Source: an optimization exercise on an open RTL-to-GDS flow (aim: small area). Production flows keep margins and buffers that such runs may drop.
Function was checked by simulation only, so behaviour that the tests miss may differ from the original.

==> flow/design.v (outline; a module is shown in full before it is edited, if it fits) <==
// module PID: 831 lines
// module FA: 4 lines
// module AOI222: 3 lines
// module AOI22: 3 lines
// module ControlLoop: 37 lines
// module MotorDriver: 86 lines
// module HA: 4 lines
// module bb8_drive: 26 lines
module bb8_drive (
  input  logic              clock,
  input  logic              reset,    
  input  logic              run_en,
  input  logic signed [8:0] pitch_kP, pitch_kI, pitch_kD,
  input  logic signed [8:0] yaw_kP, yaw_kI, yaw_kD,
  input  logic signed [9:0] mpu_pitch, mpu_yaw,
  input  logic signed [8:0] set_pitch, set_yaw,
  output logic signed [9:0] target_speed_left, target_speed_right,
  output logic              step_l, dir_l,
  output logic              step_r, dir_r,
  output logic              en_n
);
  // ...
==> flow/flow/run.sh <==
#!/bin/bash
# Own layout flow: the standard ORFS flow (standard.sh) with these
# settings changed, to keep the buffering the layout adds small:
#  - the buffer put on every input and output port is the smallest buffer,
#    sky130_fd_sc_hd__buf_1 (BUFFER_PORTS_ARGS); repair_design still fixes any
#    slew or capacitance it causes;
#  - the buffers ABC inserts are removed at floorplan (REMOVE_ABC_BUFFERS=1)
#    and global placement is not timing driven, so it keeps no buffers of its
#    own (the clock period leaves > 50 ns of slack);
#  - clock tree: clkbuf_8 buffers and no dummy loads (CTS_ARGS).
# Synthesis, floorplan, power grid, taps and routing are the standard flow.
# make's output goes to flow_make.log; each ORFS step keeps its own log under
# orfs/logs/.
set -euo pipefail
bash standard.sh \
  "BUFFER_PORTS_ARGS=-buffer_cell sky130_fd_sc_hd__buf_1" \
  REMOVE_ABC_BUFFERS=1 \
  GPL_TIMING_DRIVEN=0 \
  "CTS_ARGS=-sink_clustering_enable -repair_clock_nets -dont_use_dummy_load -buf_list sky130_fd_sc_hd__clkbuf_8" \
  finish > flow_make.log 2>&1
==> flow/standard.sh <==
#!/bin/bash
# synth_recipe.tcl (not shown) runs the flow's synth.tcl, then flattens the netlist and writes it again
# the make line also repeats each setting of config.mk as NAME=value (left out here)
make -C /OpenROAD-flow-scripts/flow DESIGN_CONFIG=/design/flow/config.mk WORK_HOME=/design/flow/orfs CLKGATE_MAP_FILE= SYNTH_SCRIPT=/design/flow/synth_recipe.tcl "${@:-finish}"
==> flow/config.mk <==
export PLATFORM = sky130hd
export DESIGN_NAME = bb8_drive
export DESIGN_NICKNAME = bb8_drive
export VERILOG_FILES = /design/flow/design.v
export SDC_FILE = /design/flow/constraint.sdc
export NUM_CORES = 4
export LEC_CHECK = 0
export CAP_MARGIN = 20
export CORE_MARGIN = 2
export CORE_UTILIZATION = 30
export PLACE_DENSITY = 0.4
export SLEW_MARGIN = 20
export SYNTH_HIERARCHICAL = 1
==> flow/constraint.sdc <==
create_clock -name core_clock -period 130.0 [get_ports {clock}]
set_input_delay 26.0000 -clock core_clock [delete_from_list [all_inputs] [get_ports {clock}]]
set_output_delay 26.0000 -clock core_clock [all_outputs]
set_load 0.01 [all_outputs]
==> results_tabular.tex, run 1 <==
\begin{tabular}{lr}
\hline
Metric & Value \\
\hline
\multicolumn{2}{l}{\textbf{STA}} \\
\quad Max Clock Freq & 0.01336 GHz \\
\quad Tmin final & 74.85 ns \\
\quad Final worst hold slack & 0.4341 ns \\
\quad Actual slew at the worst max-slew pin & 1.211 ns \\
\multicolumn{2}{l}{\textbf{Clocking}} \\
\quad Hold bufs inserted after CTS & 0 \\
\quad Setup Fix Bufs, Post-CTS & 0 \\
\multicolumn{2}{l}{\textbf{Global route}} \\
\quad Number of global-route vias before repair & 17,735 \\
\quad Met1 GRT Util & 26.83\% \\
\quad Routing layer with the top usage in global route & met2 \\
\quad Initial antenna violation count & 10 \\
\multicolumn{2}{l}{\textbf{Floorplan}} \\
\quad Die Height & 274.7 um \\
\quad Die outline area & 75,470 um\^{}2 \\
\quad Core Area & 72,710 um\^{}2 \\
\quad Initial Utilization & 30.24\% \\
\multicolumn{2}{l}{\textbf{Setup path}} \\
\quad Arrival time at the worst endpoint & 48.85 ns \\
\quad Critical path class & input pin to primary output \\
\quad Sort of element at the start of the critical path & input pin \\
\quad CP Launch Point & set\_yaw[0] \\
\multicolumn{2}{l}{\textbf{Final layout}} \\
\quad Area added between synthesis and finish & 8.422\% \\
\quad Plain + repair buffers & 126 \\
\quad Final cell count without fillers & 2,843 \\
\quad Fraction of layout instances using a drive strength above 1 & 7.074\% \\
\quad Largest cell class by area & multi-input combinational cells \\
\quad Share of the core filled with cells & 32.79\% \\
\multicolumn{2}{l}{\textbf{Placement}} \\
\quad Hpwl dp & 53.59 mm \\
\quad Instance count after placement with tap cells included & 2,821 \\
\multicolumn{2}{l}{\textbf{Synthesis}} \\
\quad Average cell area after synthesis & 12.36 um\^{}2 \\
\quad Cell type contributing the most total cell area after synthesis & sky130\_fd\_sc\_hd\_\_fa\_1 \\
\multicolumn{2}{l}{\textbf{Drt}} \\
\quad Routed length per instance & 24.15 um \\
\quad Highest metal layer with signal wires & met5 \\
\quad Antenna-violating nets left & 0 \\
\multicolumn{2}{l}{\textbf{Hold path}} \\
\quad Hold path start & motor\_r.n[0] \\
\multicolumn{2}{l}{\textbf{Status}} \\
\quad Run status & no timing/DRC/antenna violations \\
\hline
\end{tabular}
==> run 2, diff against run 1 <==
--- a/flow/config.mk
+++ b/flow/config.mk
@@ -7,7 +7,6 @@
 export LEC_CHECK = 0
 export CAP_MARGIN = 20
 export CORE_MARGIN = 2
-export CORE_UTILIZATION = 30
-export PLACE_DENSITY = 0.4
+export CORE_UTILIZATION = 40
 export SLEW_MARGIN = 20
 export SYNTH_HIERARCHICAL = 1
==> run 2 against run 1 <==
Compared with the run above:
- design area down 1.7%
- core utilization up 11 points
- critical path type unchanged
- area after synthesis unchanged
- largest cell class unchanged
- die area down 25%
==> results_tabular.tex, run 2 <==
\begin{tabular}{lr}
\hline
Metric & Value \\
\hline
\multicolumn{2}{l}{\textbf{Status}} \\
\quad Run status & no timing/DRC/antenna violations (unchanged) \\
\multicolumn{2}{l}{\textbf{Drt}} \\
\quad Routed WL & 61.75 mm (was 68.65 mm) \\
\quad Vias per Instance & 6.533 (was 5.877) \\
\quad DRT iter0 DRCs & 3,380 (was 3,282) \\
\quad 1st-pass router iterations & 15 (unchanged) \\
\quad Final routed DRC violation total & 0 (unchanged) \\
\quad Detailed-route via count & 16,828 (was 16,708) \\
\quad Antenna-violating nets left & 0 (unchanged) \\
\quad Routed length per instance & 23.97 um (was 24.15 um) \\
\multicolumn{2}{l}{\textbf{Placement}} \\
\quad Placed Instance Area & 23,180 um\^{}2 (was 23,570 um\^{}2) \\
\quad Placer congestion estimate & 0.9321 (was 0.8281) \\
\quad Hpwl dp & 47.24 mm (was 53.59 mm) \\
\quad Number of buffers added on ports & 117 (unchanged) \\
\multicolumn{2}{l}{\textbf{Setup path}} \\
\quad Kind of capture point of the worst setup path & primary output (unchanged) \\
\quad Worst-path fanout max & 33 (unchanged) \\
\quad Required @ worst endpoint & 104.00 ns (about the same) \\
\quad Sort of element at the start of the critical path & input pin (unchanged) \\
\quad Critical path class & input pin to primary output (unchanged) \\
\quad Slowest stage cell on the critical path & sky130\_fd\_sc\_hd\_\_fa\_1 (unchanged) \\
\quad Arrival time at the worst endpoint & 48.70 ns (was 48.85 ns) \\
\quad Combined buffer and inverter count along the critical path & 8 (unchanged) \\
\quad Most frequent cell on the critical path & sky130\_fd\_sc\_hd\_\_fa\_1 (unchanged) \\
\quad Slowest cell delay on critical path & 1.00 ns (was 1.05 ns) \\
\quad Family with the most delay on the worst path & adder cells (unchanged) \\
\multicolumn{2}{l}{\textbf{Floorplan}} \\
\quad Horizontal die dimension & 238.5 um (was 274.7 um) \\
\quad Die Height & 238.5 um (was 274.7 um) \\
\quad Die outline area & 56,860 um\^{}2 (was 75,470 um\^{}2) \\
\quad Number of top-level pins & 120 (unchanged) \\
\quad Initial Utilization & 40.62\% (was 30.24\%) \\
\quad Number of placement rows & 85 (was 99) \\
\quad Core Area & 54,130 um\^{}2 (was 72,710 um\^{}2) \\
\multicolumn{2}{l}{\textbf{Synthesis}} \\
\quad Yosys top cell area share & 38.60\% (unchanged) \\
\quad Average cell area after synthesis & 12.36 um\^{}2 (unchanged) \\
\quad Async set-reset flop share out of synthesis & 29.35\% (unchanged) \\
\quad Count of yosys warnings during synthesis & 9 (unchanged) \\
\quad Fraction of the yosys area taken by sequential cells & 17.98\% (unchanged) \\
\quad Ys flop type & sky130\_fd\_sc\_hd\_\_dfxtp\_1 (unchanged) \\
\quad Register bit count reported by yosys & 184 (unchanged) \\
\quad Cell type contributing the most total cell area after synthesis & sky130\_fd\_sc\_hd\_\_fa\_1 (unchanged) \\
\quad Cell count after synthesis & 1,779 (unchanged) \\
\quad Cell Area, Synth & 21,990 um\^{}2 (unchanged) \\
\quad Synth cell types & 56 (unchanged) \\
\quad Most frequent cell after synthesis & sky130\_fd\_sc\_hd\_\_fa\_1 (unchanged) \\
\quad Synth top cells by count & sky130\_fd\_sc\_hd\_\_fa\_1, sky130\_fd\_sc\_hd\_\_a222oi\_1, sky130\_fd\_sc\_hd\_\_ha\_1 (unchanged) \\
\quad Cell types with the largest area share after synthesis & sky130\_fd\_sc\_hd\_\_fa\_1, sky130\_fd\_sc\_hd\_\_a222oi\_1, sky130\_fd\_sc\_hd\_\_dfxtp\_1, sky130\_fd\_sc\_hd\_\_ha\_1, sky130\_fd\_sc\_hd\_\_dfrtp\_1 (unchanged) \\
\quad Number of enable flip-flop cells after synthesis & 0 (unchanged) \\
\multicolumn{2}{l}{\textbf{Clocking}} \\
\quad Clock Tree Buf Depth & 2 (unchanged) \\
\quad Resize count post-CTS & 0 (unchanged) \\
\quad Number of buffers created by CTS & 17 (unchanged) \\
\quad Clk Latency, worst-skew pair & 0.57 ns (was 0.56 ns) \\
\quad CTS HTree Levels & 4 (unchanged) \\
\quad Hold bufs inserted after CTS & 0 (unchanged) \\
\quad Number of sinks driven by the clock tree & 184 (unchanged) \\
\quad TritonCTS clock tree & yes (unchanged) \\
\quad Clock edge transition at the registers on the reported setup and hold paths & 0.06 ns (was 0.07 ns) \\
\quad Clock tree root buffer cell & sky130\_fd\_sc\_hd\_\_clkbuf\_8 (unchanged) \\
\quad Setup Fix Bufs, Post-CTS & 0 (unchanged) \\
\multicolumn{2}{l}{\textbf{Global route}} \\
\quad Number of global-route vias before repair & 17,613 (was 17,735) \\
\quad Maximum number of pins on one net before global-route repair & 48 (unchanged) \\
\quad GRT Residual Overflow & 0 (unchanged) \\
\quad Total routing usage reported by global routing & 22.40\% (was 18.72\%) \\
\quad Wire length of the first global-routing pass & 99.90 mm (was 108.9 mm) \\
\quad Initial antenna violation count & 7 (was 10) \\
\multicolumn{2}{l}{\textbf{Final layout}} \\
\quad Net total in the final layout & 2,541 (was 2,545) \\
\quad Commonest cells after routing, fill and taps aside & sky130\_fd\_sc\_hd\_\_fa\_1, sky130\_fd\_sc\_hd\_\_a222oi\_1, sky130\_fd\_sc\_hd\_\_ha\_1 (unchanged) \\
\quad Fraction of layout instances using a drive strength above 1 & 6.983\% (was 7.074\%) \\
\quad Multi-input gate area & 17,360 um\^{}2 (about the same) \\
\quad Leading cell type in the layout, fill and taps excluded & sky130\_fd\_sc\_hd\_\_fa\_1 (unchanged) \\
\quad Share of the core filled with cells & 43.30\% (was 32.79\%) \\
\quad Final design instance area without fill & 23,440 um\^{}2 (was 23,840 um\^{}2) \\
\quad Final-layout fill cell count & 5,020 (was 7,310) \\
\quad Sequential cell area in the final layout & 3954 um\^{}2 (unchanged) \\
\quad Area added between synthesis and finish & 6.612\% (was 8.422\%) \\
\multicolumn{2}{l}{\textbf{STA}} \\
\quad Max Clock Freq & 0.01339 GHz (was 0.01336 GHz) \\
\quad Worst clock skew & 0.05597 ns (was 0.06744 ns) \\
\quad Final Max Tran Viols & 0 (unchanged) \\
\quad Actual slew at the worst max-slew pin & 1.170 ns (was 1.211 ns) \\
\quad Tmin final & 74.70 ns (was 74.85 ns) \\
\quad Accumulated negative setup slack & 0 ns (unchanged) \\
\quad Final hold viol count & 0 (unchanged) \\
\quad RSZ-0062 raised after global routing & no (unchanged) \\
\quad Setup-violating endpoint count in the final report & 0 (unchanged) \\
\quad Relative slew slack & 21.83\% (was 19.13\%) \\
\quad Share of the clock period used by the worst path & 57.46\% (was 57.57\%) \\
\multicolumn{2}{l}{\textbf{Job}} \\
\quad Max Cap Viol & 0 (unchanged) \\
\multicolumn{2}{l}{\textbf{Hold path}} \\
\quad Classification of the worst-slack hold path & flip-flop to flip-flop (unchanged) \\
\hline
\end{tabular}
## run 2: cell types whose count changed in the layout (fill, tap and decap cells not counted), sizes merged
cell / before / now
clkbuf: 18 / 17
buf: 125 / 122
## run 2: final timing paths
check	cells after the start	start	slack (ns)	to
max	57	set_yaw[0]	55.30	target_speed_right[7]
min	1	motor_r.n[0]	0.42	motor_r.n[0]
min reg2reg	1	motor_r.n[0]	0.42	motor_r.n[0]
min in group asynchronous	2	reset	25.87	controlloop.pitch_pid.prev_e[3]
max in group asynchronous	2	reset	103.61	controlloop.yaw_pid.integ[15]
max reg2reg	59	controlloop.yaw_pid.prev_e[0]	106.17	motor_r.n[6]
## run 2: routing by layer
| metal | wire length, um | track usage (%) | part of all wire, % | vias to the layer above |
|---|---|---|---|---|
| met5 | 42 | 0 | 0.068 | - |
| met4 | 1174 | 6.420 | 1.9 | 8 |
| met3 | 6121 | 5.657 | 9.9 | 113 |
| met2 | 28470 | 34.63 | 46 | 935 |
| met1 | 25940 | 31.19 | 42 | 8567 |
| li1 | - | - | - | 7205 |
## run 2: kinds of logic after synthesis
kind of cell               count (synthesis)  synth area share [%]
DFF                                      184                 17.98
AOI/OAI and AO/OA                        586                 23.10
muxes                                     16                0.7284
adders and majority gates                576                 47.17
buffers and inverters                    171                 3.454
xor gates and xnor gates                  48                 2.191
and+or+nand+nor                          198                 5.372
## run 2: Yosys stat by module, one instance, submodules excluded
module,flops+latches,area (um^2),cells
ControlLoop,0,422.9,58
MotorDriver,65,2678,266
HA,0,12.51,1
AOI22,0,12.51,1
bb8_drive,0,11.26,3
PID,27,1715,181
FA,0,20.02,1
AOI222,0,10.01,1
## run 2: cell type report
cell class / instances / area share (%)
diodes: 4 / 0.04270
clock buffers: 17 / 0.9981
repair buffers: 122 / 2.258
inverters: 129 / 2.066
multi-input cells: 1424 / 74.05
flip-flops and latches: 184 / 16.87
well taps: 696 / 3.715
## run 2: through the flow
step                      hold slack, ns  setup slack, ns  std cells
after global placement            0.4063            55.68       2550
after floorplan                   0.3898            57.48       1737
after CTS                         0.4274            55.37       2572
final                             0.4246            55.30       2576
after detailed placement          0.4105            55.41       2555
after global routing              0.4528            54.51       2573
## run 2: worst reg2reg max path, delay by kind of cell (launching register included)
| family | cells | cell delay (ns) |
|---|---|---|
| xor+xnor | 5 | 1.90 |
| simple gates | 3 | 0.71 |
| buf+inv | 5 | 0.40 |
| fa+ha+maj | 37 | 17.06 |
| compound gates | 9 | 3.26 |
| flops | 1 | 0.36 |
==> run 3, diff against run 2 <==
==> flow/run.sh (new file) <==
#!/bin/bash
# synth_recipe.tcl (not shown) runs the flow's synth.tcl, then flattens the netlist and writes it again
# the make line also repeats each setting of config.mk as NAME=value (left out here)
make -C /OpenROAD-flow-scripts/flow DESIGN_CONFIG=/design/flow/config.mk WORK_HOME=/design/flow/orfs CLKGATE_MAP_FILE= SYNTH_SCRIPT=/design/flow/synth_recipe.tcl finish
removed: flow/flow/run.sh
removed: flow/standard.sh
==> run 3 against run 2 <==
Compared with the run above:
- routed wire length decreased by 3.5%
- critical path depth shrank 1
- fmax shrank 0.96%
- global-route usage shrank 0.89 points
- final cell count up 0.93%
- setup slack worse by 0.72 ns
- sequential share of layout area is 0.73 points lower
- via count rose by 0.30%
- register-to-register slack improved by 0.27 ns
==> results_tabular.tex, run 3 <==
\begin{tabular}{lr}
\hline
Metric & Value \\
\hline
\multicolumn{2}{l}{\textbf{Status}} \\
\quad Run status & no timing/DRC/antenna violations (unchanged) \\
\multicolumn{2}{l}{\textbf{Drt}} \\
\quad DRT iter0 DRCs & 3,247 (was 3,380) \\
\quad Antenna-violating nets left & 0 (unchanged) \\
\quad Vias per Instance & 6.492 (was 6.533) \\
\quad Routed WL & 59.62 mm (was 61.75 mm) \\
\quad Final routed DRC violation total & 0 (unchanged) \\
\quad 1st-pass router iterations & 17 (was 15) \\
\quad Routed length per instance & 22.93 um (was 23.97 um) \\
\quad Detailed-route via count & 16,878 (was 16,828) \\
\multicolumn{2}{l}{\textbf{Synthesis}} \\
\quad Number of enable flip-flop cells after synthesis & 0 (unchanged) \\
\quad Synth cell types & 56 (unchanged) \\
\quad Post-synthesis compound-gate area fraction & 23.10\% (unchanged) \\
\quad Fraction of the yosys area taken by sequential cells & 17.98\% (unchanged) \\
\quad Portion of netlist area occupied by mux cells & 0.7284\% (unchanged) \\
\quad Cell types with the largest area share after synthesis & sky130\_fd\_sc\_hd\_\_fa\_1, sky130\_fd\_sc\_hd\_\_a222oi\_1, sky130\_fd\_sc\_hd\_\_dfxtp\_1, sky130\_fd\_sc\_hd\_\_ha\_1, sky130\_fd\_sc\_hd\_\_dfrtp\_1 (unchanged) \\
\quad Adder and majority gate portion of the synthesized area & 47.17\% (unchanged) \\
\quad Cell count after synthesis & 1,779 (unchanged) \\
\quad Xor-xnor portion of the synthesized cell area & 2.191\% (unchanged) \\
\quad Async set-reset flop share out of synthesis & 29.35\% (unchanged) \\
\quad Cell type contributing the most total cell area after synthesis & sky130\_fd\_sc\_hd\_\_fa\_1 (unchanged) \\
\quad Simple-gate share of the synthesized area & 5.372\% (unchanged) \\
\quad Average cell area after synthesis & 12.36 um\^{}2 (unchanged) \\
\quad Most frequent cell after synthesis & sky130\_fd\_sc\_hd\_\_fa\_1 (unchanged) \\
\quad Main combinational cell family by area after synthesis & adder cells (unchanged) \\
\quad Yosys top cell area share & 38.60\% (unchanged) \\
\quad Count of yosys warnings during synthesis & 9 (unchanged) \\
\quad Ys flop type & sky130\_fd\_sc\_hd\_\_dfxtp\_1 (unchanged) \\
\quad Register bit count reported by yosys & 184 (unchanged) \\
\quad Synth top cells by count & sky130\_fd\_sc\_hd\_\_fa\_1, sky130\_fd\_sc\_hd\_\_a222oi\_1, sky130\_fd\_sc\_hd\_\_ha\_1 (unchanged) \\
\quad Cell Area, Synth & 21,990 um\^{}2 (unchanged) \\
\multicolumn{2}{l}{\textbf{STA}} \\
\quad Setup-violating endpoint count in the final report & 0 (unchanged) \\
\quad Worst clock skew & 0.01241 ns (was 0.05597 ns) \\
\quad RSZ-0062 raised after global routing & no (unchanged) \\
\quad Slack of the critical path & 54.57 ns (was 55.30 ns) \\
\quad Max Clock Freq & 0.01326 GHz (was 0.01339 GHz) \\
\quad Tmin final & 75.43 ns (was 74.70 ns) \\
\quad Relative slew slack & 19.67\% (was 21.83\%) \\
\quad Actual slew at the worst max-slew pin & 1.202 ns (was 1.170 ns) \\
\quad Accumulated negative setup slack & 0 ns (unchanged) \\
\quad Share of the clock period used by the worst path & 58.02\% (was 57.46\%) \\
\quad Final worst hold slack & 0.4415 ns (was 0.4246 ns) \\
\quad Final hold viol count & 0 (unchanged) \\
\quad Final Max Tran Viols & 0 (unchanged) \\
\multicolumn{2}{l}{\textbf{Floorplan}} \\
\quad Number of top-level pins & 120 (unchanged) \\
\quad Die Height & 238.5 um (unchanged) \\
\quad Number of placement rows & 85 (unchanged) \\
\quad Die outline area & 56,860 um\^{}2 (unchanged) \\
\quad Initial Utilization & 40.62\% (unchanged) \\
\quad Core Area & 54,130 um\^{}2 (unchanged) \\
\quad Horizontal die dimension & 238.5 um (unchanged) \\
\multicolumn{2}{l}{\textbf{Setup path}} \\
\quad Arrival time at the worst endpoint & 49.43 ns (was 48.70 ns) \\
\quad Kind of capture point of the worst setup path & primary output (unchanged) \\
\quad Critical path class & input pin to primary output (unchanged) \\
\quad Most frequent cell on the critical path & sky130\_fd\_sc\_hd\_\_fa\_1 (unchanged) \\
\quad Slowest cell delay on critical path & 0.96 ns (was 1.00 ns) \\
\quad Setup slack of the most critical reg-to-reg path & 106.44 ns (was 106.17 ns) \\
\quad Endpoint of the most critical register-to-register path & motor\_r.n[9] (was motor\_r.n[6]) \\
\quad Reg2reg path depth & 59 (unchanged) \\
\quad Slowest stage cell on the critical path & sky130\_fd\_sc\_hd\_\_fa\_1 (unchanged) \\
\quad Sort of element at the start of the critical path & input pin (unchanged) \\
\quad Worst-path fanout max & 33 (unchanged) \\
\quad Required @ worst endpoint & 104.00 ns (about the same) \\
\quad Reg-to-reg startpoint & controlloop.yaw\_pid.prev\_e[0] (unchanged) \\
\multicolumn{2}{l}{\textbf{Clocking}} \\
\quad Number of buffers created by CTS & 17 (unchanged) \\
\quad CTS HTree Levels & 4 (unchanged) \\
\quad Clk Latency, worst-skew pair & 0.45 ns (was 0.57 ns) \\
\quad Clock Tree Buf Depth & 2 (unchanged) \\
\quad Clock edge transition at the registers on the reported setup and hold paths & 0.08 ns (was 0.06 ns) \\
\quad Hold bufs inserted after CTS & 0 (unchanged) \\
\quad Number of sinks driven by the clock tree & 184 (unchanged) \\
\quad Clock tree root buffer cell & sky130\_fd\_sc\_hd\_\_clkbuf\_16 (was sky130\_fd\_sc\_hd\_\_clkbuf\_8) \\
\quad Resize count post-CTS & 0 (unchanged) \\
\quad TritonCTS clock tree & yes (unchanged) \\
\quad Setup Fix Bufs, Post-CTS & 0 (unchanged) \\
\multicolumn{2}{l}{\textbf{Global route}} \\
\quad Total routing usage reported by global routing & 21.51\% (was 22.40\%) \\
\quad Maximum number of pins on one net before global-route repair & 48 (unchanged) \\
\quad Wire length of the first global-routing pass & 97.15 mm (was 99.90 mm) \\
\quad GRT Residual Overflow & 0 (unchanged) \\
\quad Number of global-route vias before repair & 17,239 (was 17,613) \\
\quad Initial antenna violation count & 2 (was 7) \\
\multicolumn{2}{l}{\textbf{Hold path}} \\
\quad Hold path start & motor\_r.n[0] (unchanged) \\
\quad Hold depth & 1 (unchanged) \\
\quad Hold EP & motor\_r.n[0] (unchanged) \\
\quad Classification of the worst-slack hold path & flip-flop to flip-flop (unchanged) \\
\multicolumn{2}{l}{\textbf{Placement}} \\
\quad Placed Instance Area & 23,910 um\^{}2 (was 23,180 um\^{}2) \\
\quad Hpwl dp & 46.30 mm (was 47.24 mm) \\
\quad Number of buffers added on ports & 117 (unchanged) \\
\quad Placement Setup Slack & 54.72 ns (was 55.41 ns) \\
\quad Placer congestion estimate & 0.9103 (was 0.9321) \\
\quad Instance count after placement with tap cells included & 2,568 (was 2,555) \\
\multicolumn{2}{l}{\textbf{Final layout}} \\
\quad Net total in the final layout & 2,554 (was 2,541) \\
\quad Final-layout fill cell count & 4,889 (was 5,020) \\
\quad Fraction of layout instances using a drive strength above 1 & 7.668\% (was 6.983\%) \\
\quad Final cell count without fillers & 2,600 (was 2,576) \\
\quad Final design instance area without fill & 24,510 um\^{}2 (was 23,440 um\^{}2) \\
\quad Number of diodes & 0 (was 4) \\
\quad Area added between synthesis and finish & 11.46\% (was 6.612\%) \\
\quad Leading cell type in the layout, fill and taps excluded & sky130\_fd\_sc\_hd\_\_fa\_1 (unchanged) \\
\quad Share of the core filled with cells & 45.27\% (was 43.30\%) \\
\quad Commonest cells after routing, fill and taps aside & sky130\_fd\_sc\_hd\_\_fa\_1, sky130\_fd\_sc\_hd\_\_a222oi\_1, sky130\_fd\_sc\_hd\_\_ha\_1 (unchanged) \\
\multicolumn{2}{l}{\textbf{Job}} \\
\quad Max Cap Viol & 0 (unchanged) \\
\hline
\end{tabular}
-- run 3: cell counts after synthesis --
No cell type changed its count.
-- run 3: worst max-delay path, delay by kind of cell --
family	cells	cell delay, ns
AND/OR/NAND/NOR	3	0.70
AO/OA/AOI/OAI	3	1.46
adder cells (fa/ha/maj)	38	17.80
XOR/XNOR	5	1.91
buffers and inverters	7	1.52
-- run 3: cell families (layout without fill, tap and decap cells) --
logic type	after synthesis	in the layout
fa+ha+maj	576	576
xor+xnor	48	48
flops	184	184
compound gates	586	586
mux	16	16
buf+inv	171	296
simple gates	198	198
-- run 3: how the worst max path moves through the flow --
stage	startpoint	to	slack, ns	depth (start not counted)
floorplan	set_yaw[0]	target_speed_right[4]	57.47	56
finish	mpu_yaw[0]	target_speed_right[3]	54.57	56
detailed placement	mpu_yaw[0]	target_speed_right[2]	54.72	56
global route	mpu_yaw[0]	target_speed_right[2]	53.78	56
global placement	mpu_yaw[0]	target_speed_right[2]	54.98	56
CTS	mpu_yaw[0]	target_speed_right[2]	54.68	56
-- run 3: layout make-up --
type	count	area, um^2	area share [%]
clock buffer	18	439.2	1.792
tap	696	870.8	3.554
sequential	184	3954	16.13
timing repair buffer	135	1306	5.330
inverter	129	484.2	1.976
clock inverter	14	147.6	0.6025
multi-input combinational	1424	17300	70.61
-- run 3: per-module statistics from Yosys, one instance, submodules excluded --
module	cells inside	flip-flops and latches	cell area (um^2)
bb8_drive	3	0	11.26
MotorDriver	266	65	2678
ControlLoop	58	0	422.9
AOI22	1	0	12.51
FA	1	0	20.02
AOI222	1	0	10.01
HA	1	0	12.51
PID	181	27	1715
-- run 3: per-layer routing --
layer | share of wire, % | up-vias | track usage, %
met2 | 46 | 1029 | 33.79
met4 | 1.4 | 4 | 4.640
met3 | 10 | 92 | 4.732
met5 | 0.030 | - | 0
met1 | 42 | 8513 | 30.55
li1 | - | 7240 | -
==> run 4, diff against run 3 <==
==> flow/flow/run.sh (new file) <==
#!/bin/bash
# Own layout flow: the standard ORFS flow (standard.sh), with these
# changes, all to keep the cells the layout adds or upsizes small:
#  - after the standard synthesis, every combinational gate of the netlist is
#    set to its _1 drive strength (flow/downsize.py; flip-flops untouched);
#    repair_design upsizes again wherever slew or capacitance needs it;
#  - the buffer put on every input and output port is the smallest buffer,
#    sky130_fd_sc_hd__buf_1 (BUFFER_PORTS_ARGS);
#  - the buffers ABC inserts are removed at floorplan (REMOVE_ABC_BUFFERS=1)
#    and global placement is not timing driven, so it keeps no buffers of its
#    own (the clock period leaves > 50 ns of slack);
#  - clock tree: clkbuf_8 buffers and no dummy loads (CTS_ARGS).
# Synthesis itself, floorplan, power grid, taps and routing are the standard
# flow. Each tool's output goes to its own log here (flow_synth.log,
# flow_downsize.log, flow_make.log); each ORFS step also keeps its log under
# orfs/logs/.
set -euo pipefail
W=$(sed -n 's/.* WORK_HOME=\([^ ]*\) .*/\1/p' standard.sh | head -1 | tr -d "'\"")
R="$W/results/$FLOW_PLATFORM/bb8_drive/base"
bash standard.sh "$R/1_2_yosys.v" > flow_synth.log 2>&1
python3 flow/downsize.py "$R/1_2_yosys.v" \
  "$FLOW_HOME/platforms/$FLOW_PLATFORM/lib/sky130_fd_sc_hd__tt_025C_1v80.lib" > flow_downsize.log 2>&1
bash standard.sh \
  "BUFFER_PORTS_ARGS=-buffer_cell sky130_fd_sc_hd__buf_1" \
  REMOVE_ABC_BUFFERS=1 \
  GPL_TIMING_DRIVEN=0 \
  "CTS_ARGS=-sink_clustering_enable -repair_clock_nets -dont_use_dummy_load -buf_list sky130_fd_sc_hd__clkbuf_8" \
  finish > flow_make.log 2>&1
==> flow/flow/downsize.py (new file) <==
#!/usr/bin/env python3
"""Set every combinational gate of the synthesized netlist to its smallest
drive strength (_1).  ABC's mapping upsizes gates (for example each
one-gate AOI22 module maps to a22oi_2) although the clock period leaves more
than 50 ns of slack; repair_design later upsizes again wherever a slew or
capacitance limit needs it.  Flip-flops, buffers and clock cells are left
alone.  Usage: downsize.py NETLIST LIBERTY"""
import re
import sys

net, lib = sys.argv[1], sys.argv[2]
cells = set(re.findall(r'cell\s*\(\s*"?(sky130_fd_sc_hd__\w+)"?\s*\)', open(lib).read()))
text = open(net).read()
count = {}


def swap(m):
    name, base, size = m.group(0), m.group(1), m.group(2)
    if size in ('0', '1') or re.search(r'buf|clk|df|dl|sdf|edf|conb|tap|fill|decap|probe|lpflow', base):
        return name
    small = f"sky130_fd_sc_hd__{base}_1"
    if small not in cells:
        return name
    count[name] = count.get(name, 0) + 1
    return small


text = re.sub(r'(?m)(?<=^  )sky130_fd_sc_hd__(\w+?)_(\d+)(?= )', swap, text)
open(net, 'w').write(text)
for k, v in sorted(count.items()):
    print(f"{k}: {v} -> _1")
==> flow/standard.sh (new file) <==
#!/bin/bash
# synth_recipe.tcl (not shown) runs the flow's synth.tcl, then flattens the netlist and writes it again
# the make line also repeats each setting of config.mk as NAME=value (left out here)
make -C /OpenROAD-flow-scripts/flow DESIGN_CONFIG=/design/flow/config.mk WORK_HOME=/design/flow/orfs CLKGATE_MAP_FILE= SYNTH_SCRIPT=/design/flow/synth_recipe.tcl "${@:-finish}"
removed: flow/run.sh
==> run 4 against run 3 <==
Compared with the run above:
- flip-flop and latch count unchanged
- setup slack better by 0.82 ns
- die area down 1.2%
- worst hold slack about the same
- design area down 5.5%
- still clean
- via count up 0.34%
- register-to-register slack about the same
- fmax up 1.1%
==> results_tabular.tex, run 4 <==
\begin{tabular}{lr}
\hline
Metric & Value \\
\hline
\multicolumn{2}{l}{\textbf{Status}} \\
\quad Run status & no timing/DRC/antenna violations (unchanged) \\
\multicolumn{2}{l}{\textbf{STA}} \\
\quad Accumulated negative setup slack & 0 ns (unchanged) \\
\quad Max Clock Freq & 0.01340 GHz (was 0.01326 GHz) \\
\quad Final Max Tran Viols & 0 (unchanged) \\
\quad Worst clock skew & 0.05954 ns (was 0.01241 ns) \\
\quad Tmin final & 74.60 ns (was 75.43 ns) \\
\quad Final hold viol count & 0 (unchanged) \\
\quad Final worst hold slack & 0.4418 ns (was 0.4415 ns) \\
\quad RSZ-0062 raised after global routing & no (unchanged) \\
\quad Relative slew slack & 21.79\% (was 19.67\%) \\
\quad Actual slew at the worst max-slew pin & 1.171 ns (was 1.202 ns) \\
\quad Slack of the critical path & 55.40 ns (was 54.57 ns) \\
\quad Share of the clock period used by the worst path & 57.39\% (was 58.02\%) \\
\quad Setup-violating endpoint count in the final report & 0 (unchanged) \\
\multicolumn{2}{l}{\textbf{Final layout}} \\
\quad Net total in the final layout & 2,543 (was 2,554) \\
\quad Multi-input gate area & 17,070 um\^{}2 (was 17,300 um\^{}2) \\
\quad Commonest cells after routing, fill and taps aside & sky130\_fd\_sc\_hd\_\_fa\_1, sky130\_fd\_sc\_hd\_\_a222oi\_1, sky130\_fd\_sc\_hd\_\_ha\_1 (unchanged) \\
\quad Fraction of layout instances using a drive strength above 1 & 2.343\% (was 7.668\%) \\
\quad Sequential cell area in the final layout & 3954 um\^{}2 (unchanged) \\
\quad Leading cell type in the layout, fill and taps excluded & sky130\_fd\_sc\_hd\_\_fa\_1 (unchanged) \\
\quad Final-layout fill cell count & 4,960 (was 4,889) \\
\quad Area added between synthesis and finish & 6.702\% (was 11.46\%) \\
\multicolumn{2}{l}{\textbf{Setup path}} \\
\quad Most frequent cell on the critical path & sky130\_fd\_sc\_hd\_\_fa\_1 (unchanged) \\
\quad Reg2reg path depth & 59 (unchanged) \\
\quad Reg-to-reg startpoint & controlloop.yaw\_pid.prev\_e[0] (unchanged) \\
\quad Critical path class & input pin to primary output (unchanged) \\
\quad Slowest cell delay on critical path & 0.96 ns (about the same) \\
\quad Worst-path fanout max & 33 (unchanged) \\
\quad Setup slack of the most critical reg-to-reg path & 106.45 ns (was 106.44 ns) \\
\quad Sort of element at the start of the critical path & input pin (unchanged) \\
\quad Kind of capture point of the worst setup path & primary output (unchanged) \\
\quad Endpoint of the most critical register-to-register path & motor\_r.r[18] (was motor\_r.n[9]) \\
\quad Arrival time at the worst endpoint & 48.60 ns (was 49.43 ns) \\
\quad Slowest stage cell on the critical path & sky130\_fd\_sc\_hd\_\_fa\_1 (unchanged) \\
\quad Required @ worst endpoint & 104.00 ns (about the same) \\
\quad CP Launch Point & set\_yaw[0] (was mpu\_yaw[0]) \\
\multicolumn{2}{l}{\textbf{Placement}} \\
\quad Number of buffers added on ports & 117 (unchanged) \\
\quad Hpwl dp & 46.71 mm (was 46.30 mm) \\
\quad Placer congestion estimate & 0.9032 (was 0.9103) \\
\quad Placement Setup Slack & 55.38 ns (was 54.72 ns) \\
\multicolumn{2}{l}{\textbf{Floorplan}} \\
\quad Number of top-level pins & 120 (unchanged) \\
\quad Number of placement rows & 85 (unchanged) \\
\quad Core Area & 53,710 um\^{}2 (was 54,130 um\^{}2) \\
\quad Die Height & 237.0 um (was 238.5 um) \\
\quad Die outline area & 56,160 um\^{}2 (was 56,860 um\^{}2) \\
\quad Horizontal die dimension & 237.0 um (was 238.5 um) \\
\quad Initial Utilization & 40.43\% (was 40.62\%) \\
\multicolumn{2}{l}{\textbf{Drt}} \\
\quad Final routed DRC violation total & 0 (unchanged) \\
\quad Routed WL & 60.04 mm (was 59.62 mm) \\
\quad Detailed-route via count & 16,936 (was 16,878) \\
\quad DRT iter0 DRCs & 3,157 (was 3,247) \\
\quad Vias per Instance & 6.577 (was 6.492) \\
\quad 1st-pass router iterations & 22 (was 17) \\
\quad Routed length per instance & 23.32 um (was 22.93 um) \\
\quad Antenna-violating nets left & 0 (unchanged) \\
\multicolumn{2}{l}{\textbf{Hold path}} \\
\quad Hold depth & 1 (unchanged) \\
\quad Hold EP & motor\_r.n[0] (unchanged) \\
\quad Hold path start & motor\_r.n[0] (unchanged) \\
\quad Classification of the worst-slack hold path & flip-flop to flip-flop (unchanged) \\
\multicolumn{2}{l}{\textbf{Clocking}} \\
\quad Clk Latency, worst-skew pair & 0.50 ns (was 0.45 ns) \\
\quad TritonCTS clock tree & yes (unchanged) \\
\quad Clock tree root buffer cell & sky130\_fd\_sc\_hd\_\_clkbuf\_8 (was sky130\_fd\_sc\_hd\_\_clkbuf\_16) \\
\quad Setup Fix Bufs, Post-CTS & 0 (unchanged) \\
\quad Clock Tree Buf Depth & 2 (unchanged) \\
\quad Resize count post-CTS & 0 (unchanged) \\
\quad Number of sinks driven by the clock tree & 184 (unchanged) \\
\quad Hold bufs inserted after CTS & 0 (unchanged) \\
\quad Clock edge transition at the registers on the reported setup and hold paths & 0.09 ns (was 0.08 ns) \\
\quad Number of buffers created by CTS & 17 (unchanged) \\
\quad CTS HTree Levels & 4 (unchanged) \\
\multicolumn{2}{l}{\textbf{Global route}} \\
\quad GRT Residual Overflow & 0 (unchanged) \\
\quad Total routing usage reported by global routing & 21.74\% (was 21.51\%) \\
\quad Wire length of the first global-routing pass & 97.01 mm (was 97.15 mm) \\
\quad Number of global-route vias before repair & 17,240 (was 17,239) \\
\quad Initial antenna violation count & 3 (was 2) \\
\quad Maximum number of pins on one net before global-route repair & 42 (was 48) \\
\multicolumn{2}{l}{\textbf{Synthesis}} \\
\quad Count of yosys warnings during synthesis & 9 (unchanged) \\
\quad Cell Area, Synth & 21,710 um\^{}2 (was 21,990 um\^{}2) \\
\quad Cell count after synthesis & 1,779 (unchanged) \\
\quad Average cell area after synthesis & 12.21 um\^{}2 (was 12.36 um\^{}2) \\
\multicolumn{2}{l}{\textbf{Job}} \\
\quad Max Cap Viol & 0 (unchanged) \\
\hline
\end{tabular}
run 4: critical path: cells and delay by family:
kind / cells / cell delay (ns)
AO/OA/AOI/OAI: 3 / 1.53
AND/OR/NAND/NOR: 3 / 0.57
buffers and inverters: 8 / 0.70
adder cells (fa/ha/maj): 38 / 17.82
XOR/XNOR: 5 / 1.96
run 4: layout make-up:
cell class                      count  share of cell area, %
Inverter                          129                  2.090
Sequential cell                   184                  17.07
Multi-Input combinational cell   1424                  73.66
Timing Repair Buffer              124                  2.403
Clock buffer                       17                  1.010
Antenna cell                        1                0.01080
Tap cell                          696                  3.759
run 4: routing by layer:
layer  track usage [%]  vias to the layer above  wire, um
met2             33.70                     1005     27400
met5                 0                        -        27
li1                  -                     7200         -
met3             4.034                      124      5833
met1             31.22                     8603     25480
met4             6.061                        4      1297
run 4: worst max path at each step:
stage / cells after the start / slack (ns) / endpoint
after CTS: 57 / 55.30 / target_speed_right[4]
after detailed placement: 57 / 55.38 / target_speed_right[4]
after global placement: 57 / 55.78 / target_speed_right[4]
after floorplan: 55 / 57.49 / target_speed_right[4]
final: 57 / 55.40 / target_speed_right[4]
after global routing: 57 / 54.70 / target_speed_right[7]
run 4: per-stage QoR:
stage          instances  area, um^2  utilization [%]
2_1_floorplan       1737       21440                -
3_3_place_gp        2550       22750            42.36
3_5_place_dp        2557       22920            42.68
4_1_cts             2574       23150            43.11
5_1_grt             2575       23170            43.14
6_report            2575       23170            43.14

what the ideal ports hide:
Ports are ideal in the flow. The routed layouts listed here were re-timed in OpenROAD.
Step 1, drivers: a clkbuf_16 drives clock and a buf_2 each remaining input, both assumed.
Step 2 moves the port delays by t, midway between the first and last clock arrival at a register: inputs arrive t later, outputs are due t later. That takes back most of the time a late clock gives input paths.
a / b / c = ideal ports / drivers / drivers and shift; a / b = the first two.
run	shift t [ns]	setup slack, ns	worst setup path at the end	latest minus earliest clock arrival (ns)	slew at the worst register clock pin (ns)
run 1	0.586	55.155 / 55.133 / 55.133	input to output	0.068 / 0.067	0.12 / 0.12
run 2	0.596	55.297 / 55.274 / 55.274	input to output	0.056 / 0.056	0.11 / 0.11
run 3	0.504	54.575 / 54.548 / 54.548	input to output	0.012 / 0.013	0.08 / 0.08
run 4	0.528	55.396 / 55.376 / 55.376	input to output	0.059 / 0.059	0.11 / 0.11
After both steps every run listed still meets setup and hold. The setup slack of run 3, which loses most, moves by -0.027 ns with the drivers and by -0.027 ns with both steps.
